This design comes from an exercise in tuning for small area and a short achievable clock period on the open sky130 flow, not from production work. RTL that was checked went through simulation tests only; none was proved equivalent to the original. The RTL of runs 2 and 3 was laid out without a check of its function. Power is estimated from default activity; no workload was simulated.

===== flow/design.v =====
module SegmentDriver( Display, Number);
output[6:0] Display;
input[3:0] Number;
reg[6:0] Display;
always @*
case( Number )
	0: Display = 7'b1000000;
	1: Display = 7'b1111001;
	2: Display = 7'b0100100;
	3: Display = 7'b0110000;
	4: Display = 7'b0011001;
	5: Display = 7'b0010010;
	6: Display = 7'b0000011;
	7: Display = 7'b1111000;
	8: Display = 7'b0000000;
	9: Display = 7'b0011000;
	default: Display = 7'b0000110;
endcase
endmodule
module Keyboard(KeyData, kyClk, kyData, clk, rst);
input kyClk, kyData, clk, rst;
output reg [7:0] KeyData;
reg [4:0] q;
reg       newKbClk;
reg [7:0] tempdata;
reg [3:0] cycles;      
reg [2:0] element;     
reg       gotStart;
reg       keyup;
reg       fall_r;      
reg       kyd_r;       
wire [4:0] q0 = (q >= 5'd22) ? 5'd1 : (q == 5'd21) ? 5'd21 : q + 5'd1;
wire [4:0] q1 = (q < 5'd22) ? ((q >= 5'd17) ? 5'd24 : 5'd28) : (q == 5'd28) ? 5'd28 : q + 5'd1;
wire nk0 = newKbClk && !(q == 5'd20 || q == 5'd21);     
wire nk1 = newKbClk || (q == 5'd26);                     
wire pf = newKbClk && (q == 5'd20 || q == 5'd21);
wire fall = pf && !kyClk;
wire mid = (cycles != 4'd0) && (cycles < 4'd9);      
wire last = (cycles >= 4'd10);                       
wire [7:0] kd_s = (tempdata == 8'hf0 || keyup) ? 8'hf0 : tempdata;
wire ku_s = (tempdata == 8'hf0);
wire kd_en = fall && last && (gotStart || !kyData);
wire gs = gotStart || !kyd_r;
always @(posedge clk) begin
	kyd_r <= kyData;
	if (rst) begin
		q <= 5'd21;
		newKbClk <= 1'b0;
		tempdata <= 8'd0;
		cycles <= 4'd0;
		element <= 3'd0;
		gotStart <= 1'b0;
		KeyData <= 8'd0;
		keyup <= 1'b0;
		fall_r <= 1'b0;
	end else begin
		q <= kyClk ? q1 : q0;
		newKbClk <= kyClk ? nk1 : nk0;
		fall_r <= fall;
		if (kd_en)
			KeyData <= kd_s;
		if (fall_r) begin
			if (gs && mid) begin
				tempdata[element] <= kyd_r;
				element <= element + 3'd1;
			end
			if (last) begin
				cycles <= 4'd0;
				element <= 3'd0;
				gotStart <= 1'b0;
				if (gs)
					keyup <= ku_s;
			end else begin
				cycles <= cycles + 4'd1;
				gotStart <= gs;
			end
		end
	end
end
endmodule
module VGADriver(R, G, B, Vsync, Hsync, sysclk, curnum0, curnum1, curnum2, curnum3, Seg0, KeyData, rst);
input sysclk, rst;
input [7:0] KeyData;
output reg [3:0] curnum0;
output [3:0] curnum1, curnum2, curnum3;
output reg [6:0] Seg0;       
output reg [3:0] R, G;
output [3:0] B;
reg [1:0] Bq;                
assign B = {Bq[1], Bq[1], Bq[0], Bq[0]};
output reg Vsync, Hsync;
reg        iclk;
reg [9:0]  HC;
reg [9:0]  VC;
reg [1:0]  dx, dy;           
reg [9:0]  XT;
reg [8:0]  YT;
reg [5:0]  A_inc;            
reg [1:0]  dxb, dyb;         
reg [9:0]  XB;
reg [8:0]  YB;
reg        c1;               
reg [8:0]  LG;
reg [14:0] dcnt;             
assign curnum1 = {3'b000, c1};
assign curnum2 = 4'd0;
assign curnum3 = 4'd0;
wire win = c1 & curnum0[1];
function [14:0] add;
	input [14:0] x;
	input [14:0] y;
	input ci;
	integer i;
	reg c;
	begin
		c = ci;
		for (i = 0; i < 15; i = i + 1) begin
			add[i] = x[i] ^ y[i] ^ c;
			c = (x[i] & y[i]) | (c & (x[i] ^ y[i]));
		end
	end
endfunction
function [14:0] step;
	input [1:0] d;
	step = d[1] ? (d[0] ? 15'h7fff : 15'd1) : 15'd0;
endfunction
function sel;
	input [1:0] d;
	input pm, p0, pp;
	sel = d[1] ? (d[0] ? pm : pp) : p0;
endfunction
function [6:0] seg7;
	input [3:0] v;
	case (v)
	0: seg7 = 7'b1000000;
	1: seg7 = 7'b1111001;
	2: seg7 = 7'b0100100;
	3: seg7 = 7'b0110000;
	4: seg7 = 7'b0011001;
	5: seg7 = 7'b0010010;
	6: seg7 = 7'b0000011;
	7: seg7 = 7'b1111000;
	8: seg7 = 7'b0000000;
	9: seg7 = 7'b0011000;
	default: seg7 = 7'b0000110;
	endcase
endfunction
wire draw = (VC < 10'd512) && (HC < 10'd676);
wire flipx = sel(dxb, (XB >= 614) || (XB == 5), (XB >= 613) || (XB == 4), (XB >= 612) || (XB == 3));
wire flipy = sel(dyb, (YB >= 482) || (YB == 33), (YB >= 481) || (YB == 32), (YB >= 480) || (YB == 31));
wire [1:0] dxb1 = {dxb[1], dxb[0] ^ flipx};
wire [1:0] dyb1 = {dyb[1], dyb[0] ^ flipy};
wire outx = sel(dxb1, (XB < 5) || (XB > 640), (XB < 4) || (XB > 639), (XB < 3) || (XB > 638));
wire outy = sel(dyb1, (YB < 33) || (YB > 508), (YB < 32) || (YB > 507), (YB < 31) || (YB > 506));
wire P = outx || outy;       
wire [10:0] XmL = add({5'd0, XB}, ~{6'd0, LG}, 1'b1);   
wire [9:0]  XpL = add({5'd0, XB}, {6'd0, LG}, 1'b0);    
wire xml_hi = (XmL[10:6] == 5'b11111);           
wire xpl_hi = (XpL[9:6] == 4'b1010);             
wire Gl = !P && (YB == 9'd33 || YB == 9'd34) &&
	(!XmL[10] || XmL >= 11'd2026) && (XpL < 10'd641);
reg [1:0] kdx, kdy;
always @* begin
	kdx = dx;
	kdy = dy;
	if (KeyData == 8'h1c) kdx = 2'b11;
	if (KeyData == 8'h23) kdx = 2'b10;
	if (KeyData == 8'h1d) kdy = 2'b11;
	if (KeyData == 8'h1b) kdy = 2'b10;
	if (KeyData == 8'hf0) begin kdx = 2'b00; kdy = 2'b00; end
	if (kdx[1] && (kdx[0] ? XT == 10'd37 : XT == 10'd644)) kdx = 2'b00;
	if (kdy[1] && (kdy[0] ? YT == 9'd1 : YT == 9'd448)) kdy = 2'b00;
end
wire [1:0] dx3 = Gl ? 2'b00 : kdx;
wire [1:0] dy3 = Gl ? 2'b00 : kdy;
wire [9:0]  xc = P ? 10'd308 : XB;
wire [8:0]  yc = P ? 9'd432 : YB;
wire [9:0]  Dpx = add({5'd0, xc}, ~{5'd0, XT}, 1'b1);   
wire [9:0]  Dpy = add({6'd0, yc}, ~{6'd0, YT}, 1'b1);   
wire dpx_hi = (Dpx[9:6] == 4'b1111);
wire dpy_hi = (Dpy[9:6] == 4'b0000);
wire px_m = dpx_hi && (Dpx[5:0] >= 3);
wire px_0 = dpx_hi && (Dpx[5:0] >= 2) && (Dpx[5:0] <= 62);
wire px_p = dpx_hi && (Dpx[5:0] >= 1) && (Dpx[5:0] <= 61);
wire py_m = dpy_hi && (Dpy[5:0] >= 3);
wire py_0 = dpy_hi && (Dpy[5:0] >= 2) && (Dpy[5:0] <= 62);
wire py_p = dpy_hi && (Dpy[5:0] >= 1) && (Dpy[5:0] <= 61);
function postwin;
	input [5:0] v;
	input [1:0] d;
	postwin = sel(d, (v >= 32 && v <= 42) || (v >= 2 && v <= 12),
	                 (v >= 31 && v <= 41) || (v >= 1 && v <= 11),
	                 (v >= 30 && v <= 40) || (v <= 10));
endfunction
wire lx_m = xml_hi && postwin(XmL[5:0], 2'b11);
wire lx_0 = xml_hi && postwin(XmL[5:0], 2'b00);
wire lx_p = xml_hi && postwin(XmL[5:0], 2'b10);
wire rx_m = xpl_hi && postwin(XpL[5:0], 2'b11);
wire rx_0 = xpl_hi && postwin(XpL[5:0], 2'b00);
wire rx_p = xpl_hi && postwin(XpL[5:0], 2'b10);
wire gy_m = !P && (YB <= 63);
wire gy_0 = !P && (YB <= 62);
wire gy_p = !P && (YB <= 61);
wire cx_lo = (XB >= 194), cx_hi = (XB <= 424);
wire cx_0 = cx_lo && cx_hi;
wire cx_m = cx_lo && (XB != 194) && (cx_hi || XB == 425);
wire cx_p = (cx_lo || XB == 193) && cx_hi && (XB != 424);
wire cy_0 = !P && ((YB >= 182 && YB <= 202) || (YB >= 212 && YB <= 232));
wire cy_m = !P && ((YB >= 183 && YB <= 203) || (YB >= 213 && YB <= 233));
wire cy_p = !P && ((YB >= 181 && YB <= 201) || (YB >= 211 && YB <= 231));
reg [1:0] cdxb, cdyb;
reg c;
always @* begin
	cdxb = P ? 2'b11 : dxb1;
	cdyb = dyb1;
	c = sel(cdyb, py_m, py_0, py_p) && sel(cdxb, px_m, px_0, px_p);
	if (c) cdyb = cdyb[1] ? {1'b1, ~cdyb[0]} : kdy;
	c = sel(cdxb, px_m, px_0, px_p) && sel(cdyb, py_m, py_0, py_p);
	if (c) cdxb = cdxb[1] ? {1'b1, ~cdxb[0]} : kdx;
	c = sel(cdyb, gy_m, gy_0, gy_p) && sel(cdxb, lx_m, lx_0, lx_p);
	cdyb[0] = cdyb[0] ^ c;
	c = sel(cdxb, lx_m, lx_0, lx_p) && sel(cdyb, gy_m, gy_0, gy_p);
	cdxb[0] = cdxb[0] ^ c;
	c = sel(cdyb, gy_m, gy_0, gy_p) && sel(cdxb, rx_m, rx_0, rx_p);
	cdyb[0] = cdyb[0] ^ c;
	c = sel(cdxb, rx_m, rx_0, rx_p) && sel(cdyb, gy_m, gy_0, gy_p);
	cdxb[0] = cdxb[0] ^ c;
	c = sel(cdyb, cy_m, cy_0, cy_p) && sel(cdxb, cx_m, cx_0, cx_p);
	cdyb[0] = cdyb[0] ^ c;
	cdxb[0] = cdxb[0] ^ c;
	c = sel(cdxb, cx_m, cx_0, cx_p) && sel(cdyb, cy_m, cy_0, cy_p);
	cdxb[0] = cdxb[0] ^ c;
	cdyb[0] = cdyb[0] ^ c;
	if (Gl) begin
		cdxb = 2'b11;
		cdyb = 2'b00;
	end
end
wire pmove = (A_inc == 6'd63);
wire bmove = (A_inc[1:0] == 2'd3);
wire [1:0] sx = bmove ? cdxb : 2'b00;        
wire [1:0] sy = bmove ? cdyb : 2'b00;
wire [1:0] tx = pmove ? dx3 : 2'b00;         
wire [1:0] ty = pmove ? dy3 : 2'b00;
wire [9:0] X3 = (P || Gl) ? 10'd308 : XB;
wire [8:0] Y3 = P ? 9'd432 : Gl ? 9'd332 : YB;
wire [9:0] XT3 = Gl ? 10'd340 : XT;
wire [8:0] YT3 = Gl ? 9'd445 : YT;
wire [8:0] LG3 = Gl ? add({6'd0, LG}, 15'd25, 1'b0) : LG;
wire [9:0] X4 = add({5'd0, X3}, step(sx), 1'b0);
wire [8:0] Y4 = add({6'd0, Y3}, step(sy), 1'b0);
wire [9:0] XT4 = add({5'd0, XT3}, step(tx), 1'b0);
wire [8:0] YT4 = add({6'd0, YT3}, step(ty), 1'b0);
function win30;
	input [1:0] s;
	input [4:0] v;       
	win30 = sel(s, (v <= 28), (v >= 1) && (v <= 29), (v >= 2) && (v <= 30));
endfunction
wire [9:0]  Hb = add({5'd0, HC}, ~{5'd0, X3}, 1'b1);    
wire [9:0]  Vb = add({5'd0, VC}, ~{6'd0, Y3}, 1'b1);    
wire [9:0]  Hp = add({5'd0, HC}, ~{5'd0, XT3}, 1'b1);   
wire [9:0]  Vp = add({5'd0, VC}, ~{6'd0, YT3}, 1'b1);   
wire ball_x = (Hb[9:5] == 5'b00001) && win30(sx, Hb[4:0]) && !(X3 == 10'd4 && sx == 2'b11);
wire ball_y = (Vb[9:5] == 5'b00000) && win30(sy, Vb[4:0]) && !(Y3 == 9'd32 && sy == 2'b11);
wire pad_x = (Hp[9:5] == 5'b00000) && win30(tx, Hp[4:0]);
wire pad_y = (Vp[9:5] == 5'b00001) && win30(ty, Vp[4:0]);
wire center_on = (VC > 212) && (VC < 232) && (HC > 256) && (HC < 456);
wire [9:0] Hl = add({5'd0, HC}, ~{6'd0, LG3}, 1'b1);    
wire [9:0] Hr = add({5'd0, HC}, {6'd0, LG3}, 1'b0);     
wire post_h = (Hl[9:6] == 4'b0000 && Hl[5:0] <= 8) || (Hr[9:6] == 4'b1011 && Hr[5:0] <= 8);
wire post_on = (VC > 32) && (VC < 62) && post_h;
wire border_on = (HC < 41) || (HC > 671) || (VC < 37) || (VC > 507);
always @(posedge sysclk) begin
	if (rst)
		iclk <= 1'b0;
	else
		iclk <= ~iclk;
end
wire win_end = (dcnt == 15'd3020);
always @(posedge sysclk) begin
	if (rst) begin
		HC <= 10'd36;
		VC <= 10'd32;
		dx <= 0;
		dy <= 0;
		XT <= 10'd340;
		YT <= 9'd445;
		A_inc <= 0;
		dxb <= 2'b10;
		dyb <= 0;
		XB <= 10'd308;
		YB <= 9'd332;
		curnum0 <= 0;
		c1 <= 0;
		Seg0 <= 7'b1000000;
		LG <= 9'd37;
		dcnt <= 0;
	end else if (!iclk) begin
		if (draw) begin
			if (!win) begin
				dx <= dx3;
				dy <= dy3;
				dxb <= cdxb;
				dyb <= cdyb;
				XT <= XT4;
				YT <= YT4;
				XB <= X4;
				YB <= Y4;
				LG <= LG3;
				A_inc <= add({9'd0, A_inc}, 15'd0, 1'b1);
				if (Gl) begin
					if (curnum0 == 4'd9) begin
						curnum0 <= 4'd0;
						Seg0 <= seg7(4'd0);
						c1 <= 1'b1;
					end else begin
						curnum0 <= add({11'd0, curnum0}, 15'd0, 1'b1);
						Seg0 <= seg7(add({11'd0, curnum0}, 15'd0, 1'b1));
					end
				end
			end else if (win_end) begin
				dcnt <= 0;
				LG <= 9'd37;
				XT <= 10'd340;
				YT <= 9'd445;
				XB <= 10'd308;
				YB <= 9'd332;
				dx <= 0;
				dy <= 0;
				dyb <= 0;
				dxb <= 2'b10;
				curnum0 <= 0;
				c1 <= 0;
				Seg0 <= 7'b1000000;
			end else
				dcnt <= {dcnt[13:0], ~(dcnt[14] ^ dcnt[13])};
		end
		if (HC >= 10'd836) begin
			HC <= 10'd37;
			VC <= (VC >= 10'd556) ? 10'd32 : add({5'd0, VC}, 15'd0, 1'b1);
		end else
			HC <= add({5'd0, HC}, 15'd0, 1'b1);
	end
end
always @(posedge sysclk) begin
	if (rst) begin
		Hsync <= 0; Vsync <= 0;
		R <= 0; G <= 0; Bq <= 0;
	end else if (!iclk) begin
		Hsync <= !(HC > 691 && HC < 788);
		Vsync <= !((HC >= 10'd836) ? (VC == 10'd522) : (VC == 10'd523));
		if (!draw) begin
			R <= 4'b0000; G <= 4'b0000; Bq <= 2'b00;
		end else if (win) begin
			if (!win_end) begin
				R <= 4'b1111; G <= 4'b1111; Bq <= 2'b11;
			end
		end else if (ball_x && ball_y) begin
			R <= 4'b1111; G <= 4'b0110; Bq <= 2'b00;
		end else if (pad_x && pad_y) begin
			R <= 4'b1001; G <= 4'b1111; Bq <= 2'b11;
		end else if (center_on) begin
			R <= 4'b1111; G <= 4'b0000; Bq <= 2'b00;
		end else if (post_on) begin
			R <= 4'b1111; G <= 4'b1111; Bq <= 2'b00;
		end else if (border_on) begin
			R <= 4'b1001; G <= 4'b1100; Bq <= 2'b11;
		end else begin
			R <= 4'b1100; G <= 4'b1100; Bq <= 2'b10;
		end
	end
end
endmodule
module MyMain( R, G, B,Vsync, Hsync,Display0, Display1, Display2, Display3, kyClk, kyData, clk,kd, c0, c1, c2, c3, rst);
output[3:0] R, G, B;
output Vsync, Hsync;
input kyClk, kyData, clk;
input rst;  
output[7:0] kd;
wire[7:0] KeyData;
output[ 6:0 ] Display0, Display1, Display2,Display3;
wire[3:0] curnum0, curnum1, curnum2, curnum3;
output[3:0] c0, c1, c2, c3;
assign kd = KeyData;
assign c0 = curnum0;
assign c1 = curnum1;
assign c2 = curnum2;
assign c3 = curnum3;
SegmentDriver SegmD1(Display1, curnum1);
SegmentDriver SegmD2(Display2, curnum2);
SegmentDriver SegmD3(Display3, curnum3);
Keyboard KBD(KeyData, kyClk, kyData, clk, rst);
VGADriver VGAD( R, G, B, Vsync, Hsync, clk, curnum0, curnum1, curnum2, curnum3, Display0, KeyData, rst);
endmodule

===== flow/flow/run.sh =====
#!/bin/bash
# The standard layout (the standard.sh, unchanged synthesis, floorplan,
# power grid, placement, clock tree and routing), with two settings of its
# own: the ports are buffered with a plain buffer, and timing repair is asked
# for a setup margin, so that it works on the paths from the inputs and to
# the outputs too, which the 125 ns clock leaves with a large slack.
set -o pipefail
export BUFFER_PORTS_ARGS="-buffer_cell sky130_fd_sc_hd__buf_2"
export SETUP_SLACK_MARGIN=98.9
bash standard.sh 2>&1 | tee standard.log

===== flow/standard.sh =====
#!/bin/bash
# synth_recipe.tcl (not shown) runs the flow's synth.tcl, then flattens the netlist and writes it again
# the make line also repeats each setting of config.mk as NAME=value (left out here)
make -C /OpenROAD-flow-scripts/flow DESIGN_CONFIG=/design/flow/config.mk WORK_HOME=/design/flow/orfs CLKGATE_MAP_FILE= SYNTH_SCRIPT=/design/flow/synth_recipe.tcl "${@:-finish}"

===== flow/config.mk =====
export PLATFORM = sky130hd
export DESIGN_NAME = MyMain
export DESIGN_NICKNAME = MyMain
export VERILOG_FILES = /design/flow/design.v
export SDC_FILE = /design/flow/constraint.sdc
export NUM_CORES = 4
export LEC_CHECK = 0
export ABC_AREA = 1
export CAP_MARGIN = 0
export CORE_MARGIN = 2
export CORE_UTILIZATION = 65
export CTS_BUF_LIST = sky130_fd_sc_hd__clkbuf_8
export CTS_CLUSTER_DIAMETER = 100
export CTS_CLUSTER_SIZE = 40
export PLACE_DENSITY = 0.8
export SLEW_MARGIN = 0

===== flow/constraint.sdc =====
create_clock -name core_clock -period 125.0 [get_ports {clk}]
set_input_delay 25.0000 -clock core_clock [delete_from_list [all_inputs] [get_ports {clk}]]
set_output_delay 25.0000 -clock core_clock [all_outputs]
set_load 0.01 [all_outputs]

==> reports/qor.yml, run 1 <==
ys.flop_type: "dfxtp_1"
fp.coreArea_sq_um: 20300
ys_warn_count: 3
final_antenna_net_count: 0
cts.path.max_buffers: 2
finalCritPeriodShare: 0.209
intPower_mw: 0.0991
cts_tree: "yes"
vias: 12695
grt_pass1_vias: 12199
syn_area_sq_um: 13500
slowest_stage: "dfxtp_1"
die_y_um: 148
root_buffer: "clkbuf_8"
use_met1: 0.443
post-place-ws_ns: 97.76
synth_fa_ha_area_frac: 0.218
synth_compound_area_frac: 0.151
critical_path_buf_inv_count: 1
path_clk_slew_ns: 0.10
rsz0062_at_grt: "false"
setup_viol: 0
layout-drive-gt1-share: 0.0861
worstHoldStart: "VGAD.R[3]"
cp_data_required_time_ns: 100.00
powerDensity_nw_per_um2: 12.9
nFillCells: 1753
fin_crit_ns: 26.07
wl_per_cell_um: 16.4
htreeDepth: 4
synthMuxAreaShare: 0
postSynthAreaPerCell_sq_um: 7.19
synthArstFlopShare: 0
synth_xor_xnor_area_share: 0.0149
ys_types: 65
synth-simple-area-share: 0.259
drt_iter0_drc: 1212
initial_utilization: 0.663
p_seq_frac: 0.317
gr-usage-met2: 0.549
ys_seq_area_frac: 0.231
place_hpwl_um: 26900
final_common_cell: "nand2_1"
cts.sinks: 155
synth.largest_area_cell: "dfxtp_1"
fin_skew_ns: 0.0193
fmax_mhz: 38.4
combinationalPowerShare: 0.466
vdd_drop_max_mv: 0.00897
synth_top_area_frac: 0.231
syn_inst: 1871
grt-ovfl-total: 0
grt_usage: 0.334
fin_ws_ns: 98.93
rows: 52
avgViaCountPerCell: 5.87
cp_slowest_stage_delay_ns: 0.42
fp.dieW_um: 148
clkLatencyLatePin_ns: 0.48
syn_to_final_growth_pct: 5.23
switching_power_mw: 0.0830
antenna_found_initial: 0
firstDrtPassIters: 6
io_pins: 70
finalHoldViolCount: 0
hold_path.class: "reg2reg"
critical_path.max_fanout: 5
synth_edf_count: 0
cp.arrival_ns: 1.07
worst_setup_path_start_kind: "flop"
antenna_cells: 0
path_cells: "buf_2"
multi_input_area_sq_um: 8790
finalWirelength_um: 35500
grt_util_met3: 0.0457
nets: 2056
fin_setup_tns_ns: 0
grt_start_max_net_pins: 85
maxCapViolCount: 0
crit_path_end_kind: "output pin"
power.leakage_nw: 6.56
portBuffers: 41
status: "finished clean"
cpLargestDelayFamily: "flip-flops"
final_cell_mix: "nand2_1 (321), inv_1 (300), nor2_1 (165), dfxtp_1 (151), a21oi_1 (124)"
swShare: 0.456
critPathKind: "reg2out"
globalplace.congestion: 0.958
regArea_sq_um: 3110
busiest_layer: "met2"
drc: 0
synth_top_family_by_area: "simple AND/OR/NAND/NOR gates"
tightestPinTransition_ns: 1.13
synthTopCellsByArea: "dfxtp_1 (23%), fa_1 (16%), nand2_1 (9.0%)"
grt_pass1_wl_um: 59100
slew-limit-headroom: 0.238
p_clk_frac: 0.217
die-area_sq_um: 21900
cts_buffers: 17
ys_ff_latch: 155
critPathLaunch: "KBD.KeyData[4]"
r2r-start: "VGAD.XB[9]"
maxSlewViolCount: 0
==> worst paths after layout <==
kind                            slack (ns)         end  cells past startpoint
worst max-delay path                 98.93       kd[4]                      1
worst min-delay path                  0.47   VGAD.R[3]                      2
worst max register to register      111.29  VGAD.YB[8]                     81
worst min register to register        0.47   VGAD.R[3]                      2
==> sequential cells by signal (all words and copies together) (netlist names), 3 cells and up <==
name / flops
KBD.KeyData: 8
KBD.cycles: 4
KBD.element: 3
KBD.q: 5
KBD.tempdata: 8
VGAD.A_inc: 6
VGAD.G: 4
VGAD.HC: 10
VGAD.LG: 9
VGAD.R: 4
VGAD.Seg0: 7
VGAD.VC: 10
VGAD.XB: 10
VGAD.XT: 10
VGAD.YB: 9
VGAD.YT: 9
VGAD.curnum0: 4
VGAD.dcnt: 15
==> synthesized netlist by cell type, drive strengths merged, types with 8 or more instances <==
cell    instances
xor2           13
dfxtp         155
or2            14
o211ai         31
nand2         337
nor4           19
fa            106
nand4          46
clkinv          8
nor2          170
nor3           54
xnor2           9
buf            50
nand3         116
a31oi          14
ha             65
inv           314
clkbuf         39
a211oi         13
o21ai         110
a21oi         125
o31ai           8
==> per-layer routing <==
metal | routed length (um) | part of all wire
met1 | 15100 | 0.43
met2 | 16600 | 0.47
met3 | 2340 | 0.066
met4 | 1420 | 0.040
met5 | 0 | 0
==> what timing repair did <==
| item | 4_1_cts | 5_1_grt |
|---|---|---|
| endpoints found under the setup margin | 46 | 17 |
| cloned | 1 | 0 |
| hold buffers | 0 | 0 |
| pin swaps | 0 | 1 |
| setup buffers | 0 | 3 |
| gates resized for setup | 5 | 5 |
==> cells by family (layout without fill, tap and decap cells) <==
family	Yosys count	in the layout
and+or+nand+nor	766	766
buffers and inverters	411	408
AOI/OAI and AO/OA	344	344
adders and majority gates	171	171
DFF	155	155
xor gates and xnor gates	22	22
other	2	28
==> stage by stage <==
step	util	power [mW]	hold slack [ns]	std cells	instance area, sq um
floorplan	-	0.124	0.430	1897	13600
global placement	0.675	0.139	0.448	2128	13700
detailed placement	0.675	0.142	0.454	2128	13700
CTS	0.696	0.181	0.470	2161	14100
global route	0.697	0.198	0.481	2164	14200
finish	0.697	0.182	0.469	2164	14200
==> final cells by class <==
| cell class | count | area share |
|---|---|---|
| Tap cell | 270 | 0.0239 |
| Clock inverter | 15 | 0.0116 |
| Multi-Input combinational cell | 1331 | 0.621 |
| Timing Repair Buffer | 53 | 0.0217 |
| Sequential cell | 155 | 0.220 |
| Inverter | 322 | 0.0857 |
| Timing Repair inverter | 1 | 0.000353 |
| Clock buffer | 17 | 0.0165 |
==> power groups by stage <==
stage / combinational (mW) / sequential (mW) / clock, mW
2_1_floorplan: 0.0679 / 0.0559 / 0
3_3_place_gp: 0.0806 / 0.0587 / 0
3_5_place_dp: 0.0832 / 0.0588 / 0
4_1_cts: 0.0837 / 0.0576 / 0.0397
5_1_grt: 0.0973 / 0.0583 / 0.0419
6_report: 0.0849 / 0.0578 / 0.0395
==> inputs of run 2 (changes only) <==
--- a/flow/design.v
+++ b/flow/design.v
@@ -242,15 +242,36 @@
 wire [1:0] sy = bmove ? cdyb : 2'b00;
 wire [1:0] tx = pmove ? dx3 : 2'b00;         
 wire [1:0] ty = pmove ? dy3 : 2'b00;
-wire [9:0] X3 = (P || Gl) ? 10'd308 : XB;
-wire [8:0] Y3 = P ? 9'd432 : Gl ? 9'd332 : YB;
-wire [9:0] XT3 = Gl ? 10'd340 : XT;
-wire [8:0] YT3 = Gl ? 9'd445 : YT;
-wire [8:0] LG3 = Gl ? add({6'd0, LG}, 15'd25, 1'b0) : LG;
-wire [9:0] X4 = add({5'd0, X3}, step(sx), 1'b0);
-wire [8:0] Y4 = add({6'd0, Y3}, step(sy), 1'b0);
-wire [9:0] XT4 = add({5'd0, XT3}, step(tx), 1'b0);
-wire [8:0] YT4 = add({6'd0, YT3}, step(ty), 1'b0);
+wire win_end = (dcnt == 15'd3020);
+wire tickd = !iclk && draw;
+wire run = tickd && !win;
+wire wend = tickd && win && win_end;
+wire rs = rst || wend;                       
+wire runs = run && !rst;
+wire [9:0] X3 = (rs || run && (P || Gl)) ? 10'd308 : XB;
+wire [8:0] Y3 = (runs && P) ? 9'd432 : (rs || run && Gl) ? 9'd332 : YB;
+wire [9:0] XT3 = (rs || run && Gl) ? 10'd340 : XT;
+wire [8:0] YT3 = (rs || run && Gl) ? 9'd445 : YT;
+wire [8:0] LG3 = (run && Gl) ? add({6'd0, LG}, 15'd25, 1'b0) : LG;
+wire [9:0] X4 = add({5'd0, X3}, step(runs ? sx : 2'b00), 1'b0);
+wire [8:0] Y4 = add({6'd0, Y3}, step(runs ? sy : 2'b00), 1'b0);
+wire [9:0] XT4 = add({5'd0, XT3}, step(runs ? tx : 2'b00), 1'b0);
+wire [8:0] YT4 = add({6'd0, YT3}, step(runs ? ty : 2'b00), 1'b0);
+wire hwrap = !iclk && (HC >= 10'd836);
+wire [9:0] HC4 = (rst || hwrap) ? {9'd18, !rst} : add({5'd0, HC}, 15'd0, !iclk);
+wire [9:0] VC4 = (rst || hwrap && (VC >= 10'd556)) ? 10'd32 : add({5'd0, VC}, 15'd0, hwrap);
+wire [5:0] A4 = rst ? 6'd0 : add({9'd0, A_inc}, 15'd0, run);
+wire [8:0] LG4 = rs ? 9'd37 : LG3;
+always @(posedge sysclk) begin
+	XB <= X4;
+	YB <= Y4;
+	XT <= XT4;
+	YT <= YT4;
+	HC <= HC4;
+	VC <= VC4;
+	A_inc <= A4;
+	LG <= LG4;
+end
 function win30;
 	input [1:0] s;
 	input [4:0] v;       
@@ -276,24 +297,15 @@
 	else
 		iclk <= ~iclk;
 end
-wire win_end = (dcnt == 15'd3020);
 always @(posedge sysclk) begin
 	if (rst) begin
-		HC <= 10'd36;
-		VC <= 10'd32;
 		dx <= 0;
 		dy <= 0;
-		XT <= 10'd340;
-		YT <= 9'd445;
-		A_inc <= 0;
 		dxb <= 2'b10;
 		dyb <= 0;
-		XB <= 10'd308;
-		YB <= 9'd332;
 		curnum0 <= 0;
 		c1 <= 0;
 		Seg0 <= 7'b1000000;
-		LG <= 9'd37;
 		dcnt <= 0;
 	end else if (!iclk) begin
 		if (draw) begin
@@ -302,12 +314,6 @@
 				dy <= dy3;
 				dxb <= cdxb;
 				dyb <= cdyb;
-				XT <= XT4;
-				YT <= YT4;
-				XB <= X4;
-				YB <= Y4;
-				LG <= LG3;
-				A_inc <= add({9'd0, A_inc}, 15'd0, 1'b1);
 				if (Gl) begin
 					if (curnum0 == 4'd9) begin
 						curnum0 <= 4'd0;
@@ -320,11 +326,6 @@
 				end
 			end else if (win_end) begin
 				dcnt <= 0;
-				LG <= 9'd37;
-				XT <= 10'd340;
-				YT <= 9'd445;
-				XB <= 10'd308;
-				YB <= 9'd332;
 				dx <= 0;
 				dy <= 0;
 				dyb <= 0;
@@ -335,11 +336,6 @@
 			end else
 				dcnt <= {dcnt[13:0], ~(dcnt[14] ^ dcnt[13])};
 		end
-		if (HC >= 10'd836) begin
-			HC <= 10'd37;
-			VC <= (VC >= 10'd556) ? 10'd32 : add({5'd0, VC}, 15'd0, 1'b1);
-		end else
-			HC <= add({5'd0, HC}, 15'd0, 1'b1);
 	end
 end
 always @(posedge sysclk) begin
--- a/flow/config.mk
+++ b/flow/config.mk
@@ -6,11 +6,11 @@
 export NUM_CORES = 4
 export LEC_CHECK = 0
 export ABC_AREA = 1
-export CAP_MARGIN = 0
+export CAP_MARGIN = 20
 export CORE_MARGIN = 2
 export CORE_UTILIZATION = 65
 export CTS_BUF_LIST = sky130_fd_sc_hd__clkbuf_8
 export CTS_CLUSTER_DIAMETER = 100
 export CTS_CLUSTER_SIZE = 40
 export PLACE_DENSITY = 0.8
-export SLEW_MARGIN = 0
+export SLEW_MARGIN = 20
==> run 2 against run 1 <==
Still clean. Clock skew decreased by 0.0031 ns. Critical path depth increased by 29. Sequential share of layout area decreased by 0.47 points. Non-clock buffer count increased by 28. Via count decreased by 5.3%. Global-route usage decreased by 0.84 points. Synthesized cell count decreased by 5.1%. Hold slack got worse by 0.0020 ns. Clock power decreased by 6.3%. Worst setup slack got worse by 3.8 ns. Final area increased by 2.3%.
==> reports/qor.yml, run 2 <==
status: "finished clean"  # unchanged
slowest_stage: "fa_1"  # was dfxtp_1
grt_start_max_net_pins: 28  # was 85
slew-limit-headroom: 0.402  # was 0.238
ys_warn_count: 3  # unchanged
layout-drive-gt1-share: 0.176  # was 0.0861
fp.dieW_um: 145  # was 148 um
path_clk_slew_ns: 0.09  # was 0.10 ns
antenna_found_initial: 0  # unchanged
syn_to_final_growth_pct: 11.8  # was 5.23%
avgViaCountPerCell: 5.69  # was 5.87
ys_types: 58  # was 65
cts.sinks: 155  # unchanged
nFillCells: 1498  # was 1753
intPower_mw: 0.0850  # was 0.0991 mW
finalCritPeriodShare: 0.239  # was 0.209
grt-ovfl-total: 0  # unchanged
hold_path.class: "reg2reg"  # unchanged
min_path_cells: 2  # unchanged
largest-register: "VGAD.dcnt"  # unchanged
maxSlewViolCount: 0  # unchanged
ys_top_cells_by_count: "inv_1 (340), nand2_1 (260), nor2_1 (234)"  # was nand2_1 (321), inv_1 (300), nor2_1 (166)
power.leakage_nw: 6.55  # was 6.56 nW
cp_slowest_stage_delay_ns: 0.44  # was 0.42 ns
critPathKind: "in2reg"  # was reg2out
syn_inst: 1775  # was 1871
syn_area_sq_um: 12900  # was 13500 sq um
synth.largest_area_cell: "dfxtp_1"  # unchanged
synth_edf_count: 0  # unchanged
ys_ff_latch: 155  # unchanged
fin_hold_ws_ns: 0.467  # was 0.469 ns
cts.path.max_buffers: 2  # unchanged
firstDrtPassIters: 6  # unchanged
wl_per_cell_um: 16.4  # about the same
p_seq_frac: 0.385  # was 0.317
maxCapViolCount: 0  # unchanged
fin_skew_ns: 0.0162  # was 0.0193 ns
drt_iter0_drc: 924  # was 1212
cts_hold_buf: 0  # unchanged
ff2ff_path_depth: 80  # was 81
setup_viol: 0  # unchanged
globalplace.congestion: 0.954  # was 0.958
swShare: 0.411  # was 0.456
die-area_sq_um: 21100  # was 21900 sq um
cts_tree: "yes"  # unchanged
antenna_cells: 0  # unchanged
vias: 12025  # was 12695
grt_pass1_vias: 11558  # was 12199
initial_utilization: 0.663  # about the same
ys_seq_area_frac: 0.240  # was 0.231
p_clk_frac: 0.256  # was 0.217
largest_reg_flops: 15  # unchanged
grt_pass1_wl_um: 55800  # was 59100 um
fp.coreArea_sq_um: 19500  # was 20300 sq um
clkLatencyLatePin_ns: 0.48  # about the same
finalHoldViolCount: 0  # unchanged
fin_setup_tns_ns: 0  # unchanged
cp.arrival_ns: 30.30  # was 1.07 ns
switching_power_mw: 0.0593  # was 0.0830 mW
io_pins: 70  # unchanged
final_common_cell: "inv_1"  # was nand2_1
rows: 51  # was 52
powerDensity_nw_per_um2: 9.97  # was 12.9 nW/um^2
postSynthAreaPerCell_sq_um: 7.30  # was 7.19 sq um
portBuffers: 41  # unchanged
fin_crit_ns: 29.89  # was 26.07 ns
nets: 2012  # was 2056
cts_buffers: 17  # unchanged
ys.flop_type: "dfxtp_1"  # unchanged
synth_most_common_cell: "inv_1"  # was nand2_1
tightestPinTransition_ns: 0.888  # was 1.13 ns
cp_data_required_time_ns: 125.41  # was 100.00 ns
grt_usage: 0.326  # was 0.334
synthArstFlopShare: 0  # unchanged
drc: 0  # unchanged
finalWirelength_um: 34700  # was 35500 um
fmax_mhz: 33.5  # was 38.4 MHz
synthTopCellsByArea: "dfxtp_1 (24%), fa_1 (17%), inv_1 (9.9%)"  # was dfxtp_1 (23%), fa_1 (16%), nand2_1 (9.0%)
place_hpwl_um: 25600  # was 26900 um
final_cell_mix: "inv_1 (303), nand2_1 (258), nor2_1 (216), dfxtp_1 (151), nand3_1 (96)"  # was nand2_1 (321), inv_1 (300), nor2_1 (165), dfxtp_1 (151), a21oi_1 (124)
vdd_drop_max_mv: 0.00935  # was 0.00897 mV
rsz0062_at_grt: "true"  # was false
htreeDepth: 4  # unchanged
critical_path.max_fanout: 5  # unchanged
worst_setup_path_start_kind: "input port"  # was flop
cpMostUsedCell: "fa_2"
synth_top_area_frac: 0.240  # was 0.231
root_buffer: "clkbuf_8"  # unchanged
die_y_um: 145  # was 148 um
combinationalPowerShare: 0.358  # was 0.466
final_antenna_net_count: 0  # unchanged
crit_path_end_kind: "flop"  # was output pin
==> run 2: cell count changes after synthesis, moves of 6 or more <==
cell	change
a21oi_1	-56
nand2_1	-61
xor2_1	+6
clkbuf_1	-18
nor2_1	+68
o211ai_1	-17
nand3_2	+8
o21ai_0	-21
nand4_1	-9
nor3_1	-11
inv_1	+40
==> run 2: cell families (layout without fill, tap and decap cells) <==
| logic type | Yosys count | count (layout) | synth area share |
|---|---|---|---|
| simple gates | 756 | 756 | 0.266 |
| fa+ha+maj | 172 | 172 | 0.230 |
| xor+xnor | 29 | 29 | 0.0196 |
| buf+inv | 422 | 469 | 0.134 |
| flops | 155 | 155 | 0.240 |
| compound gates | 239 | 239 | 0.110 |
| other cells | 2 | 28 | 0.000580 |
==> run 2: what timing repair did <==
action                                  in CTS  in global routing
gates resized for setup                     71                 75
pin swaps                                   27                 49
setup buffers                               14                 23
endpoints found under the setup margin      97                 51
cloned                                       3                  0
==> run 2: final timing paths <==
check | start | end | slack, ns
worst max register to register | VGAD.XB[9] | VGAD.YB[8] | 111.40
worst min-delay path | VGAD.R[3] | VGAD.R[3] | 0.47
worst max-delay path | rst | VGAD.G[3] | 95.11
worst min register to register | VGAD.R[3] | VGAD.R[3] | 0.47
==> run 2: layout make-up <==
class	count	area, sq um	share of cell area
Clock buffer	17	234	0.0162
Clock inverter	14	140	0.00968
Inverter	356	1360	0.0942
Multi-Input combinational cell	1224	8670	0.599
Sequential cell	155	3110	0.215
Tap cell	265	332	0.0229
Timing Repair Buffer	81	624	0.0431
Timing Repair inverter	1	6.26	0.000432
==> run 2: power groups by stage <==
stage	Combinational, mW	Sequential, mW	Clock (mW)
2_1_floorplan	0.0397	0.0542	0
3_3_place_gp	0.0462	0.0566	0
3_5_place_dp	0.0478	0.0566	0
4_1_cts	0.0496	0.0555	0.0372
5_1_grt	0.0584	0.0560	0.0392
6_report	0.0517	0.0556	0.0370
==> run 2: critical path, delay by kind of cell <==
kind	cells	cell delay [ns]
simple gates	5	0.79
buf+inv	11	1.01
fa+ha+maj	9	2.88
compound gates	5	0.61
==> run 2: routing by layer <==
layer / global-route usage / vias to the layer above / routed length (um)
li1: - / 5720 / -
met1: 0.420 / 5652 / 14000
met2: 0.554 / 551 / 16700
met3: 0.0437 / 102 / 2680
met4: 0.137 / 0 / 1280
met5: 0 / - / 0
==> run 2: through the flow <==
stage	total power [mW]	cell area, sq um	util	worst slack (ns)	instances
global route	0.154	14500	0.742	94.97	2113
detailed placement	0.104	13300	0.681	93.73	2042
floorplan	0.0939	13200	-	95.22	1801
global placement	0.103	13300	0.681	93.92	2042
CTS	0.142	14100	0.720	95.19	2090
finish	0.144	14500	0.742	95.11	2113
==> inputs of run 3 (changes only) <==
--- a/flow/design.v
+++ b/flow/design.v
@@ -41,14 +41,17 @@
 wire ku_s = (tempdata == 8'hf0);
 wire kd_en = fall && last && (gotStart || !kyData);
 wire gs = gotStart || !kyd_r;
+wire clr = rst || (fall_r && last);
+always @(posedge clk) begin
+	cycles <= clr ? 4'd0 : cycles + {3'd0, fall_r};
+	element <= clr ? 3'd0 : element + {2'd0, fall_r && gs && mid};
+end
 always @(posedge clk) begin
 	kyd_r <= kyData;
 	if (rst) begin
 		q <= 5'd21;
 		newKbClk <= 1'b0;
 		tempdata <= 8'd0;
-		cycles <= 4'd0;
-		element <= 3'd0;
 		gotStart <= 1'b0;
 		KeyData <= 8'd0;
 		keyup <= 1'b0;
@@ -60,20 +63,14 @@
 		if (kd_en)
 			KeyData <= kd_s;
 		if (fall_r) begin
-			if (gs && mid) begin
+			if (gs && mid)
 				tempdata[element] <= kyd_r;
-				element <= element + 3'd1;
-			end
 			if (last) begin
-				cycles <= 4'd0;
-				element <= 3'd0;
 				gotStart <= 1'b0;
 				if (gs)
 					keyup <= ku_s;
-			end else begin
-				cycles <= cycles + 4'd1;
+			end else
 				gotStart <= gs;
-			end
 		end
 	end
 end
@@ -262,6 +259,8 @@
 wire [9:0] VC4 = (rst || hwrap && (VC >= 10'd556)) ? 10'd32 : add({5'd0, VC}, 15'd0, hwrap);
 wire [5:0] A4 = rst ? 6'd0 : add({9'd0, A_inc}, 15'd0, run);
 wire [8:0] LG4 = rs ? 9'd37 : LG3;
+wire goal = run && Gl;
+wire [3:0] CN4 = (rs || goal && curnum0 == 4'd9) ? 4'd0 : add({11'd0, curnum0}, 15'd0, goal);
 always @(posedge sysclk) begin
 	XB <= X4;
 	YB <= Y4;
@@ -271,6 +270,7 @@
 	VC <= VC4;
 	A_inc <= A4;
 	LG <= LG4;
+	curnum0 <= CN4;
 end
 function win30;
 	input [1:0] s;
@@ -303,7 +303,6 @@
 		dy <= 0;
 		dxb <= 2'b10;
 		dyb <= 0;
-		curnum0 <= 0;
 		c1 <= 0;
 		Seg0 <= 7'b1000000;
 		dcnt <= 0;
@@ -316,13 +315,10 @@
 				dyb <= cdyb;
 				if (Gl) begin
 					if (curnum0 == 4'd9) begin
-						curnum0 <= 4'd0;
 						Seg0 <= seg7(4'd0);
 						c1 <= 1'b1;
-					end else begin
-						curnum0 <= add({11'd0, curnum0}, 15'd0, 1'b1);
+					end else
 						Seg0 <= seg7(add({11'd0, curnum0}, 15'd0, 1'b1));
-					end
 				end
 			end else if (win_end) begin
 				dcnt <= 0;
@@ -330,7 +326,6 @@
 				dy <= 0;
 				dyb <= 0;
 				dxb <= 2'b10;
-				curnum0 <= 0;
 				c1 <= 0;
 				Seg0 <= 7'b1000000;
 			end else
--- a/flow/config.mk
+++ b/flow/config.mk
@@ -5,7 +5,6 @@
 export SDC_FILE = /design/flow/constraint.sdc
 export NUM_CORES = 4
 export LEC_CHECK = 0
-export ABC_AREA = 1
 export CAP_MARGIN = 20
 export CORE_MARGIN = 2
 export CORE_UTILIZATION = 65
==> run 3 against run 2 <==
Still clean. Final area fell by 3.4%. Non-clock buffer count fell by 8. Critical path depth fell by 5. Critical path type unchanged.
==> reports/qor.yml, run 3 <==
status: "finished clean"  # unchanged
ys_ff_latch: 155  # unchanged
largest_reg_flops: 15  # unchanged
power.leakage_nw: 5.74  # was 6.55 nW
grt-ovfl-total: 0  # unchanged
vdd_drop_max_mv: 0.0105  # was 0.00935 mV
rsz0062_at_grt: "true"  # unchanged
cts_hold_buf: 0  # unchanged
ys.flop_type: "dfxtp_1"  # unchanged
final_core_util: 0.743  # was 0.742
crit_path_end_kind: "flop"  # unchanged
cts.sinks: 155  # unchanged
synth.largest_area_cell: "dfxtp_1"  # unchanged
grt_pass1_vias: 10676  # was 11558
cts_buffers: 17  # unchanged
fin_crit_ns: 29.89  # about the same
clkLatencyLatePin_ns: 0.49  # was 0.48 ns
fin_ws_ns: 95.11  # about the same
maxCapViolCount: 0  # unchanged
hold_path.class: "reg2reg"  # unchanged
synth_most_common_cell: "inv_1"  # unchanged
finalHoldViolCount: 0  # unchanged
drt_iter0_drc: 1092  # was 924
antenna_found_initial: 0  # unchanged
fp.coreArea_sq_um: 18800  # was 19500 sq um
layout-drive-gt1-share: 0.166  # was 0.176
largest-register: "VGAD.dcnt"  # unchanged
final_cell_mix: "dfxtp_1 (148), nor2_1 (146), inv_1 (140), nand2_1 (112), a21oi_1 (91)"  # was inv_1 (303), nand2_1 (258), nor2_1 (216), dfxtp_1 (151), nand3_1 (96)
fin_setup_tns_ns: 0  # unchanged
avgViaCountPerCell: 6.23  # was 5.69
htreeDepth: 4  # unchanged
portBuffers: 41  # unchanged
ys_seq_area_frac: 0.247  # was 0.240
grt_start_max_net_pins: 40  # was 28
cp_data_required_time_ns: 125.37  # was 125.41 ns
tightestPinTransition_ns: 0.945  # was 0.888 ns
fin_skew_ns: 0.0166  # was 0.0162 ns
antenna_cells: 0  # unchanged
firstDrtPassIters: 5  # was 6
synth_top_area_frac: 0.247  # was 0.240
cp_slowest_stage_delay_ns: 0.45  # was 0.44 ns
wl_per_cell_um: 18.9  # was 16.4 um
fmax_mhz: 33.5  # about the same
cts.path.max_buffers: 2  # unchanged
slowest_stage: "fa_2"  # was fa_1
synth_edf_count: 0  # unchanged
synthArstFlopShare: 0  # unchanged
cp.arrival_ns: 30.26  # was 30.30 ns
cpMostUsedCell: "fa_2"  # unchanged
powerDensity_nw_per_um2: 10.3  # was 9.97 nW/um^2
syn_area_sq_um: 12600  # was 12900 sq um
finalWirelength_um: 33800  # was 34700 um
ys_warn_count: 3  # unchanged
cts_tree: "yes"  # unchanged
ys_types: 97  # was 58
power_mw: 0.145  # was 0.144 mW
critPathKind: "in2reg"  # unchanged
postSynthAreaPerCell_sq_um: 8.47  # was 7.30 sq um
slew-limit-headroom: 0.363  # was 0.402
worst_setup_path_start_kind: "input port"  # unchanged
nets: 1697  # was 2012
vias: 11160  # was 12025
final_antenna_net_count: 0  # unchanged
io_pins: 70  # unchanged
syn_inst: 1483  # was 1775
rows: 50  # was 51
critical_path.max_fanout: 5  # unchanged
globalplace.congestion: 0.945  # was 0.954
synthTopCellsByArea: "dfxtp_1 (25%), fa_1 (18%), ha_1 (6.5%)"  # was dfxtp_1 (24%), fa_1 (17%), inv_1 (9.9%)
root_buffer: "clkbuf_8"  # unchanged
post-place-ws_ns: 93.80  # was 93.73 ns
place_hpwl_um: 23800  # was 25600 um
fin_hold_ws_ns: 0.466  # was 0.467 ns
fp.dieW_um: 143  # was 145 um
die-area_sq_um: 20400  # was 21100 sq um
die_y_um: 143  # was 145 um
finalCritPeriodShare: 0.239  # about the same
setup_viol: 0  # unchanged
maxSlewViolCount: 0  # unchanged
path_clk_slew_ns: 0.08  # was 0.09 ns
ys_top_cells_by_count: "inv_1 (162), dfxtp_1 (155), nor2_1 (152)"  # was inv_1 (340), nand2_1 (260), nor2_1 (234)
final_common_cell: "dfxtp_1"  # was inv_1
grt_usage: 0.342  # was 0.326
initial_utilization: 0.667  # was 0.663
syn_to_final_growth_pct: 11.4  # was 11.8%
drc: 0  # unchanged
grt_pass1_wl_um: 54600  # was 55800 um
run 3: metrics by stage:
stage	instances	cell area, sq um
after floorplan	1509	12900
after global placement	1730	12900
after detailed placement	1730	12900
after CTS	1786	13800
after global routing	1790	14000
final	1790	14000
run 3: layout make-up:
type	instances	area (sq um)
well taps	260	325
clock inverters	12	161
clock buffers	19	262
repair buffers	73	578
flip-flops and latches	155	3120
fillers	1327	4840
multi-input cells	1107	8920
inverters	164	621
run 3: kinds of logic after synthesis:
| group | Yosys count | share of synthesized area |
|---|---|---|
| multiplexers | 20 | 0.0168 |
| XOR/XNOR | 38 | 0.0265 |
| AO/OA/AOI/OAI | 302 | 0.161 |
| AND/OR/NAND/NOR | 542 | 0.222 |
| buffers and inverters | 248 | 0.0853 |
| adder cells (fa/ha/maj) | 176 | 0.241 |
| other | 2 | 0.000598 |
| flip-flops | 155 | 0.247 |
run 3: what timing repair did:
item	4_1_cts	5_1_grt
resized for setup	69	24
setup buffers	21	4
endpoints found under the hold margin	0	0
setup endpoints to repair	54	51
cloned	4	0
pin swaps	26	15
run 3: layer usage:
layer	wire length, um	up-vias	track usage
met2	16300	562	0.572
met1	13700	5373	0.448
met5	0	-	0
met3	2680	102	0.0553
met4	1210	0	0.131
li1	-	5123	-
run 3: worst paths after layout:
| path | from | endpoint | slack (ns) | cells past startpoint |
|---|---|---|---|---|
| worst min-delay path | KBD.tempdata[1] | KBD.tempdata[1] | 0.47 | 2 |
| worst max-delay path | rst | VGAD.Bq[0] | 95.11 | 25 |
| worst max register to register | VGAD.YB[5] | VGAD.XB[9] | 111.31 | 51 |
| worst min register to register | KBD.tempdata[1] | KBD.tempdata[1] | 0.47 | 2 |
run 3: worst max-delay path, delay by kind of cell:
family                     cells  cell delay, ns
adders and majority gates      8            2.60
AOI/OAI and AO/OA              4            0.94
and+or+nand+nor                4            0.83
buffers and inverters          9            0.87
run 3: power breakdown:
group | internal, mW | switching, mW
Combinational | 0.0184 | 0.0278
Sequential | 0.0513 | 0.00574
Clock | 0.0210 | 0.0205
Total | 0.0907 | 0.0541
==> inputs of run 4 (changes only) <==
--- a/flow/design.v
+++ b/flow/design.v
@@ -243,48 +243,45 @@
 wire tickd = !iclk && draw;
 wire run = tickd && !win;
 wire wend = tickd && win && win_end;
-wire rs = rst || wend;                       
-wire runs = run && !rst;
-wire [9:0] X3 = (rs || run && (P || Gl)) ? 10'd308 : XB;
-wire [8:0] Y3 = (runs && P) ? 9'd432 : (rs || run && Gl) ? 9'd332 : YB;
-wire [9:0] XT3 = (rs || run && Gl) ? 10'd340 : XT;
-wire [8:0] YT3 = (rs || run && Gl) ? 9'd445 : YT;
+wire [9:0] X3 = (wend || run && (P || Gl)) ? 10'd308 : XB;
+wire [8:0] Y3 = (run && P) ? 9'd432 : (wend || run && Gl) ? 9'd332 : YB;
+wire [9:0] XT3 = (wend || run && Gl) ? 10'd340 : XT;
+wire [8:0] YT3 = (wend || run && Gl) ? 9'd445 : YT;
 wire [8:0] LG3 = (run && Gl) ? add({6'd0, LG}, 15'd25, 1'b0) : LG;
-wire [9:0] X4 = add({5'd0, X3}, step(runs ? sx : 2'b00), 1'b0);
-wire [8:0] Y4 = add({6'd0, Y3}, step(runs ? sy : 2'b00), 1'b0);
-wire [9:0] XT4 = add({5'd0, XT3}, step(runs ? tx : 2'b00), 1'b0);
-wire [8:0] YT4 = add({6'd0, YT3}, step(runs ? ty : 2'b00), 1'b0);
+wire [9:0] X4 = add({5'd0, X3}, step(run ? sx : 2'b00), 1'b0);
+wire [8:0] Y4 = add({6'd0, Y3}, step(run ? sy : 2'b00), 1'b0);
+wire [9:0] XT4 = add({5'd0, XT3}, step(run ? tx : 2'b00), 1'b0);
+wire [8:0] YT4 = add({6'd0, YT3}, step(run ? ty : 2'b00), 1'b0);
 wire hwrap = !iclk && (HC >= 10'd836);
 wire [9:0] HC4 = (rst || hwrap) ? {9'd18, !rst} : add({5'd0, HC}, 15'd0, !iclk);
 wire [9:0] VC4 = (rst || hwrap && (VC >= 10'd556)) ? 10'd32 : add({5'd0, VC}, 15'd0, hwrap);
 wire [5:0] A4 = rst ? 6'd0 : add({9'd0, A_inc}, 15'd0, run);
-wire [8:0] LG4 = rs ? 9'd37 : LG3;
+wire [8:0] LG4 = (rst || wend) ? 9'd37 : LG3;
 wire goal = run && Gl;
-wire [3:0] CN4 = (rs || goal && curnum0 == 4'd9) ? 4'd0 : add({11'd0, curnum0}, 15'd0, goal);
+wire [3:0] CN4 = (rst || wend || goal && curnum0 == 4'd9) ? 4'd0 : add({11'd0, curnum0}, 15'd0, goal);
 always @(posedge sysclk) begin
-	XB <= X4;
-	YB <= Y4;
-	XT <= XT4;
-	YT <= YT4;
+	XB <= rst ? 10'd308 : X4;
+	YB <= rst ? 9'd332 : Y4;
+	XT <= rst ? 10'd340 : XT4;
+	YT <= rst ? 9'd445 : YT4;
 	HC <= HC4;
 	VC <= VC4;
 	A_inc <= A4;
 	LG <= LG4;
 	curnum0 <= CN4;
 end
-function win30;
-	input [1:0] s;
+function win29;
 	input [4:0] v;       
-	win30 = sel(s, (v <= 28), (v >= 1) && (v <= 29), (v >= 2) && (v <= 30));
+	win29 = (v >= 1) && (v <= 29);
 endfunction
-wire [9:0]  Hb = add({5'd0, HC}, ~{5'd0, X3}, 1'b1);    
-wire [9:0]  Vb = add({5'd0, VC}, ~{6'd0, Y3}, 1'b1);    
-wire [9:0]  Hp = add({5'd0, HC}, ~{5'd0, XT3}, 1'b1);   
-wire [9:0]  Vp = add({5'd0, VC}, ~{6'd0, YT3}, 1'b1);   
-wire ball_x = (Hb[9:5] == 5'b00001) && win30(sx, Hb[4:0]) && !(X3 == 10'd4 && sx == 2'b11);
-wire ball_y = (Vb[9:5] == 5'b00000) && win30(sy, Vb[4:0]) && !(Y3 == 9'd32 && sy == 2'b11);
-wire pad_x = (Hp[9:5] == 5'b00000) && win30(tx, Hp[4:0]);
-wire pad_y = (Vp[9:5] == 5'b00001) && win30(ty, Vp[4:0]);
+wire [9:0]  Hb = add({5'd0, HC}, ~{5'd0, X4}, 1'b1);    
+wire [9:0]  Vb = add({5'd0, VC}, ~{6'd0, Y4}, 1'b1);    
+wire [9:0]  Hp = add({5'd0, HC}, ~{5'd0, XT4}, 1'b1);   
+wire [9:0]  Vp = add({5'd0, VC}, ~{6'd0, YT4}, 1'b1);   
+wire ball_x = (Hb[9:5] == 5'b00001) && win29(Hb[4:0]) && (X4 != 10'd3);
+wire ball_y = (Vb[9:5] == 5'b00000) && win29(Vb[4:0]) && (Y4 != 9'd31);
+wire pad_x = (Hp[9:5] == 5'b00000) && win29(Hp[4:0]);
+wire pad_y = (Vp[9:5] == 5'b00001) && win29(Vp[4:0]);
 wire center_on = (VC > 212) && (VC < 232) && (HC > 256) && (HC < 456);
 wire [9:0] Hl = add({5'd0, HC}, ~{6'd0, LG3}, 1'b1);    
 wire [9:0] Hr = add({5'd0, HC}, {6'd0, LG3}, 1'b0);     
--- a/flow/config.mk
+++ b/flow/config.mk
@@ -5,6 +5,7 @@
 export SDC_FILE = /design/flow/constraint.sdc
 export NUM_CORES = 4
 export LEC_CHECK = 0
+export ABC_AREA = 1
 export CAP_MARGIN = 20
 export CORE_MARGIN = 2
 export CORE_UTILIZATION = 65
==> run 4 against run 3 <==
Highest routed layer unchanged. Sequential power shrank 2%. Register-to-register slack lost 2.7 ns. Non-clock buffer count shrank 27. Maximum frequency grew 15%. Critical path type is now reg2out. Core utilization shrank 3.5 points. Largest power group is now combinational cells. Global-route usage shrank 2.4 points. Die area grew 0.39%.
==> reports/qor.yml, run 4 <==
largest_reg_flops: 15  # unchanged
die_y_um: 143  # about the same
power.leakage_nw: 6.20  # was 5.74 nW
swShare: 0.419  # was 0.374
hold_path.class: "reg2reg"  # unchanged
drc: 0  # unchanged
synthTopCellsByArea: "dfxtp_1 (25%), fa_1 (17%), inv_1 (8.7%)"  # was dfxtp_1 (25%), fa_1 (18%), ha_1 (6.5%)
cts_buffers: 17  # unchanged
synth_most_common_cell: "inv_1"  # unchanged
synth_top_area_frac: 0.246  # was 0.247
path_cells: "buf_2"
crit_path_end_kind: "output pin"  # was flop
final_antenna_net_count: 0  # unchanged
place_hpwl_um: 24300  # was 23800 um
p_clk_frac: 0.257  # was 0.287
slew-limit-headroom: 0.457  # was 0.363
setup_viol: 0  # unchanged
root_buffer: "clkbuf_8"  # unchanged
switching_power_mw: 0.0668  # was 0.0541 mW
fin_crit_ns: 26.05  # was 29.89 ns
ys_warn_count: 3  # unchanged
initial_utilization: 0.667  # about the same
intPower_mw: 0.0928  # was 0.0907 mW
io_pins: 70  # unchanged
critical_path.max_fanout: 4  # was 5
r2r-start: "VGAD.YB[2]"  # was VGAD.YB[5]
antenna_cells: 0  # unchanged
ys_seq_area_frac: 0.246  # was 0.247
grt_pass1_vias: 10772  # was 10676
grt-ovfl-total: 0  # unchanged
syn_inst: 1713  # was 1483
maxCapViolCount: 0  # unchanged
drt_iter0_drc: 1134  # was 1092
combinationalPowerShare: 0.391  # was 0.319
rr_endpoint: "VGAD.Bq[0]"  # was VGAD.XB[9]
synth.largest_area_cell: "dfxtp_1"  # unchanged
p_seq_frac: 0.352  # was 0.394
fin_hold_ws_ns: 0.472  # was 0.466 ns
ff2ff_path_depth: 89  # was 51
firstDrtPassIters: 6  # was 5
final_cell_mix: "inv_1 (291), nand2_1 (282), nor2_1 (211), dfxtp_1 (151), fa_1 (106)"  # was dfxtp_1 (148), nor2_1 (146), inv_1 (140), nand2_1 (112), a21oi_1 (91)
ys.flop_type: "dfxtp_1"  # unchanged
cts.path.max_buffers: 2  # unchanged
largest-register: "VGAD.dcnt"  # unchanged
cpLargestDelayFamily: "flip-flops"  # was adder cells
grt_start_max_net_pins: 80  # was 40
cts_hold_buf: 0  # unchanged
die-area_sq_um: 20500  # was 20400 sq um
vdd_drop_max_mv: 0.00934  # was 0.0105 mV
nets: 1916  # was 1697
grt_usage: 0.318  # was 0.342
ys_ff_latch: 155  # unchanged
rsz0062_at_grt: "false"  # was true
worst_setup_path_start_kind: "flop"  # was input port
finalCritPeriodShare: 0.208  # was 0.239
final_common_cell: "inv_1"  # was dfxtp_1
cp_slowest_stage_delay_ns: 0.42  # was 0.45 ns
fp.dieW_um: 143  # about the same
min_path_cells: 2  # unchanged
critPathKind: "reg2out"  # was in2reg
antenna_found_initial: 0  # unchanged
portBuffers: 41  # unchanged
final_core_util: 0.708  # was 0.743
ys_top_cells_by_count: "inv_1 (292), nand2_1 (283), nor2_1 (212)"  # was inv_1 (162), dfxtp_1 (155), nor2_1 (152)
finalHoldViolCount: 0  # unchanged
vias: 11326  # was 11160
cts_tree: "yes"  # unchanged
cp.arrival_ns: 1.05  # was 30.26 ns
rows: 50  # unchanged
grt_pass1_wl_um: 51700  # was 54600 um
fin_setup_tns_ns: 0  # unchanged
r2r_setup_slack_ns: 108.65  # was 111.31 ns
postSynthAreaPerCell_sq_um: 7.36  # was 8.47 sq um
dpl_cell_area_sq_um: 12900  # about the same
wl_per_cell_um: 15.6  # was 18.9 um
clkLatencyLatePin_ns: 0.46  # was 0.49 ns
ys_types: 56  # was 97
final_cell_area_sq_um: 13400  # was 14000 sq um
cp_data_required_time_ns: 100.00  # was 125.37 ns
slowest_stage: "dfxtp_1"  # was fa_2
finalWirelength_um: 31300  # was 33800 um
fmax_mhz: 38.4  # was 33.5 MHz
worstHoldEndpoint: "VGAD.dx[1]"  # was KBD.tempdata[1]
synthArstFlopShare: 0  # unchanged
globalplace.congestion: 0.928  # was 0.945
worstHoldStart: "VGAD.dx[1]"  # was KBD.tempdata[1]
fin_skew_ns: 0.0193  # was 0.0166 ns
powerDensity_nw_per_um2: 11.9  # was 10.3 nW/um^2
cp.depth: 1  # was 25
tightestPinTransition_ns: 0.806  # was 0.945 ns
maxSlewViolCount: 0  # unchanged
postCtsSetupBuffers: 0  # was 21
avgViaCountPerCell: 5.63  # was 6.23
critical_path_buf_inv_count: 1  # was 9
synth_edf_count: 0  # unchanged
fp.coreArea_sq_um: 18900  # was 18800 sq um
syn_to_final_growth_pct: 6.14  # was 11.4%
layout-drive-gt1-share: 0.0937  # was 0.166
syn_area_sq_um: 12600  # about the same
cts.sinks: 155  # unchanged
path_clk_slew_ns: 0.10  # was 0.08 ns
htreeDepth: 4  # unchanged
status: "finished clean"  # unchanged
[run 4: area by class of cell]
| cell class | instances | area (sq um) |
|---|---|---|
| Multi-Input combinational cell | 1208 | 8080 |
| Fill cell | 1595 | 5510 |
| Sequential cell | 155 | 3110 |
| Inverter | 310 | 1170 |
| Tap cell | 260 | 325 |
| Clock buffer | 19 | 262 |
| Timing Repair Buffer | 46 | 255 |
| Clock inverter | 13 | 174 |
[run 4: power by group through the flow]
stage,combinational [mW],sequential (mW),clock [mW]
final,0.0624,0.0562,0.0410
after global routing,0.0705,0.0566,0.0433
after CTS,0.0614,0.0561,0.0413
after detailed placement,0.0610,0.0572,0
after global placement,0.0585,0.0572,0
after floorplan,0.0496,0.0548,0
[run 4: logic make-up (layout without fill, tap and decap cells)]
group / Yosys count / count (layout) / synth area share
AND/OR/NAND/NOR: 753 / 753 / 0.269
buffers and inverters: 376 / 388 / 0.124
AO/OA/AOI/OAI: 224 / 224 / 0.105
adder cells (fa/ha/maj): 174 / 174 / 0.236
flip-flops: 155 / 155 / 0.246
XOR/XNOR: 29 / 29 / 0.0201
other: 2 / 28 / 0.000596
[run 4: metrics by stage]
step                worst slack (ns)  std cells  total power [mW]
finish                         98.95       2011             0.160
global route                   98.90       2011             0.170
CTS                            98.93       2011             0.159
detailed placement             97.70       1979             0.118
global placement               97.75       1979             0.116
floorplan                      98.92       1739             0.104
[run 4: worst max-delay path by stage]
stage,from,endpoint,slack [ns]
final,KBD.KeyData[7],kd[7],98.95
after global routing,KBD.KeyData[5],kd[5],98.90
after CTS,VGAD.curnum0[0],c0[0],98.93
after detailed placement,rst,VGAD.curnum0[3],97.70
after global placement,rst,VGAD.curnum0[1],97.75
after floorplan,kyClk,KBD.KeyData[2],98.92
[run 4: layer usage]
layer,GRT usage,up-vias,part of all wire
met3,0.0449,77,0.069
met2,0.543,452,0.49
met1,0.414,5316,0.42
li1,-,5481,-
met5,0,-,0
met4,0.111,0,0.028
[run 4: timing repair]
item | 4_1_cts | 5_1_grt
gates resized for setup | 9 | 6
gates cloned | 0 | 0
endpoints found under the setup margin | 64 | 12
==> inputs of run 5 (changes only) <==
--- a/flow/config.mk
+++ b/flow/config.mk
@@ -5,7 +5,6 @@
 export SDC_FILE = /design/flow/constraint.sdc
 export NUM_CORES = 4
 export LEC_CHECK = 0
-export ABC_AREA = 1
 export CAP_MARGIN = 20
 export CORE_MARGIN = 2
 export CORE_UTILIZATION = 65
==> run 5 against run 4 <==
Still clean on timing, DRC and antenna. Maximum frequency hardly changed. Critical endpoint is now B[2]. Largest power group is now registers. Hold slack worse by 0.012 ns. Wire length is 0.51% lower. Worst setup slack lost 0.0053 ns. Synthesized area grew 1.4%. Cell count down 12%.
==> reports/qor.yml, run 5 <==
fp.dieW_um: 144  # was 143 um
largest-register: "VGAD.dcnt"  # unchanged
postSynthAreaPerCell_sq_um: 8.56  # was 7.36 sq um
synth_top_area_frac: 0.243  # was 0.246
cpLargestDelayFamily: "flip-flops"  # unchanged
globalplace.congestion: 0.911  # was 0.928
wl_per_cell_um: 17.6  # was 15.6 um
combinationalPowerShare: 0.308  # was 0.391
finalWirelength_um: 31100  # was 31300 um
final_cell_mix: "dfxtp_1 (146), inv_1 (138), nor2_1 (137), nand2_1 (131), fa_1 (106)"  # was inv_1 (291), nand2_1 (282), nor2_1 (211), dfxtp_1 (151), fa_1 (106)
antenna_found_initial: 0  # unchanged
ys_top_cells_by_count: "dfxtp_1 (155), nor2_1 (137), inv_1 (135)"  # was inv_1 (292), nand2_1 (283), nor2_1 (212)
synthArstFlopShare: 0  # unchanged
grt-ovfl-total: 0  # unchanged
r2r_setup_slack_ns: 109.32  # was 108.65 ns
final_common_cell: "dfxtp_1"  # was inv_1
firstDrtPassIters: 8  # was 6
grt_start_max_net_pins: 64  # was 80
drt_iter0_drc: 705  # was 1134
p_clk_frac: 0.273  # was 0.257
setup_viol: 0  # unchanged
worstHoldEndpoint: "VGAD.Seg0[5]"  # was VGAD.dx[1]
clkLatencyLatePin_ns: 0.49  # was 0.46 ns
vdd_drop_max_mv: 0.00654  # was 0.00934 mV
status: "finished clean"  # unchanged
critical_path_buf_inv_count: 1  # unchanged
slew-limit-headroom: 0.392  # was 0.457
cts.sinks: 155  # unchanged
power.leakage_nw: 5.56  # was 6.20 nW
avgViaCountPerCell: 6.10  # was 5.63
crit_path_end_kind: "output pin"  # unchanged
rr_endpoint: "VGAD.Bq[1]"  # was VGAD.Bq[0]
antenna_cells: 0  # unchanged
cp.arrival_ns: 1.06  # was 1.05 ns
final_antenna_net_count: 0  # unchanged
switching_power_mw: 0.0511  # was 0.0668 mW
root_buffer: "clkbuf_8"  # unchanged
critPathKind: "reg2out"  # unchanged
ys_types: 104  # was 56
slowest_stage: "dfxtp_1"  # unchanged
rows: 51  # was 50
intPower_mw: 0.0848  # was 0.0928 mW
maxCapViolCount: 0  # unchanged
htreeDepth: 4  # unchanged
tightestPinTransition_ns: 0.908  # was 0.806 ns
layout-drive-gt1-share: 0.100  # was 0.0937
grt_pass1_wl_um: 50900  # was 51700 um
syn_to_final_growth_pct: 4.09  # was 6.14%
io_pins: 70  # unchanged
==> run 5: cell count changes in the layout (fill, tap and decap cells not counted), sizes merged, moves of 21 or more <==
| cell | previous run | this run |
|---|---|---|
| nand2 | 300 | 131 |
| nor2 | 220 | 137 |
| a21oi | 80 | 101 |
| and2 | 0 | 35 |
| nand3 | 115 | 41 |
| nand2b | 0 | 23 |
| inv | 315 | 142 |
| o21ai | 79 | 57 |
| mux2i | 0 | 21 |
==> run 5: routing by layer <==
| metal | wire, um | track usage | vias up |
|---|---|---|---|
| li1 | - | - | 5087 |
| met1 | 13100 | 0.411 | 5217 |
| met2 | 15100 | 0.512 | 414 |
| met3 | 2030 | 0.0556 | 74 |
| met4 | 866 | 0.105 | 0 |
| met5 | 0 | 0 | - |
==> run 5: worst max path at each step <==
stage | end | slack [ns] | cells past startpoint
final | B[2] | 98.94 | 1
after global routing | B[3] | 98.90 | 1
after CTS | c0[2] | 98.91 | 1
after detailed placement | VGAD.curnum0[2] | 98.13 | 5
after global placement | VGAD.curnum0[1] | 98.16 | 5
after floorplan | KBD.KeyData[0] | 98.90 | 5
==> run 5: repair_timing <==
item,4_1_cts,5_1_grt
gates resized for setup,7,11
buffers inserted,0,0
pin swaps,0,0
endpoints found under the setup margin,26,15
==> run 5: tightest hold or removal path: cells and delay by family (launching register included) <==
family           cells  cell delay, ns
flip-flops           1            0.31
AO/OA/AOI/OAI        1            0.05
AND/OR/NAND/NOR      1            0.06
==> run 5: layout make-up <==
type                            instances  area (sq um)  share of cell area
Clock buffer                           18           248              0.0186
Clock inverter                         13           119             0.00893
Inverter                              136           510              0.0384
Multi-Input combinational cell       1137          8730               0.656
Sequential cell                       155          3120               0.234
Tap cell                              265           332              0.0249
Timing Repair Buffer                   45           254              0.0191
==> run 5: logic make-up (layout without fill, tap and decap cells) <==
kind of cell / after synthesis / after routing / synth area share
mux: 24 / 24 / 0.0194
fa+ha+maj: 174 / 174 / 0.233
xor+xnor: 40 / 40 / 0.0274
compound gates: 294 / 294 / 0.153
buf+inv: 227 / 212 / 0.0848
flops: 155 / 155 / 0.243
other cells: 2 / 28 / 0.000587
simple gates: 577 / 577 / 0.240
==> run 5: power by group through the flow <==
stage | logic, mW | registers, mW | clock network (mW)
floorplan | 0.0353 | 0.0544 | 0
global placement | 0.0388 | 0.0578 | 0
detailed placement | 0.0405 | 0.0579 | 0
CTS | 0.0409 | 0.0567 | 0.0374
global route | 0.0467 | 0.0575 | 0.0395
finish | 0.0419 | 0.0569 | 0.0371
==> run 5: stage by stage <==
| stage | cells | util | worst slack [ns] | power (mW) | cell area [sq um] |
|---|---|---|---|---|---|
| after global routing | 1769 | 0.686 | 98.90 | 0.144 | 13300 |
| after floorplan | 1519 | - | 98.90 | 0.0897 | 12900 |
| after CTS | 1769 | 0.684 | 98.91 | 0.135 | 13300 |
| after global placement | 1738 | 0.664 | 98.16 | 0.0965 | 12900 |
| final | 1769 | 0.686 | 98.94 | 0.136 | 13300 |
| after detailed placement | 1738 | 0.664 | 98.13 | 0.0984 | 12900 |
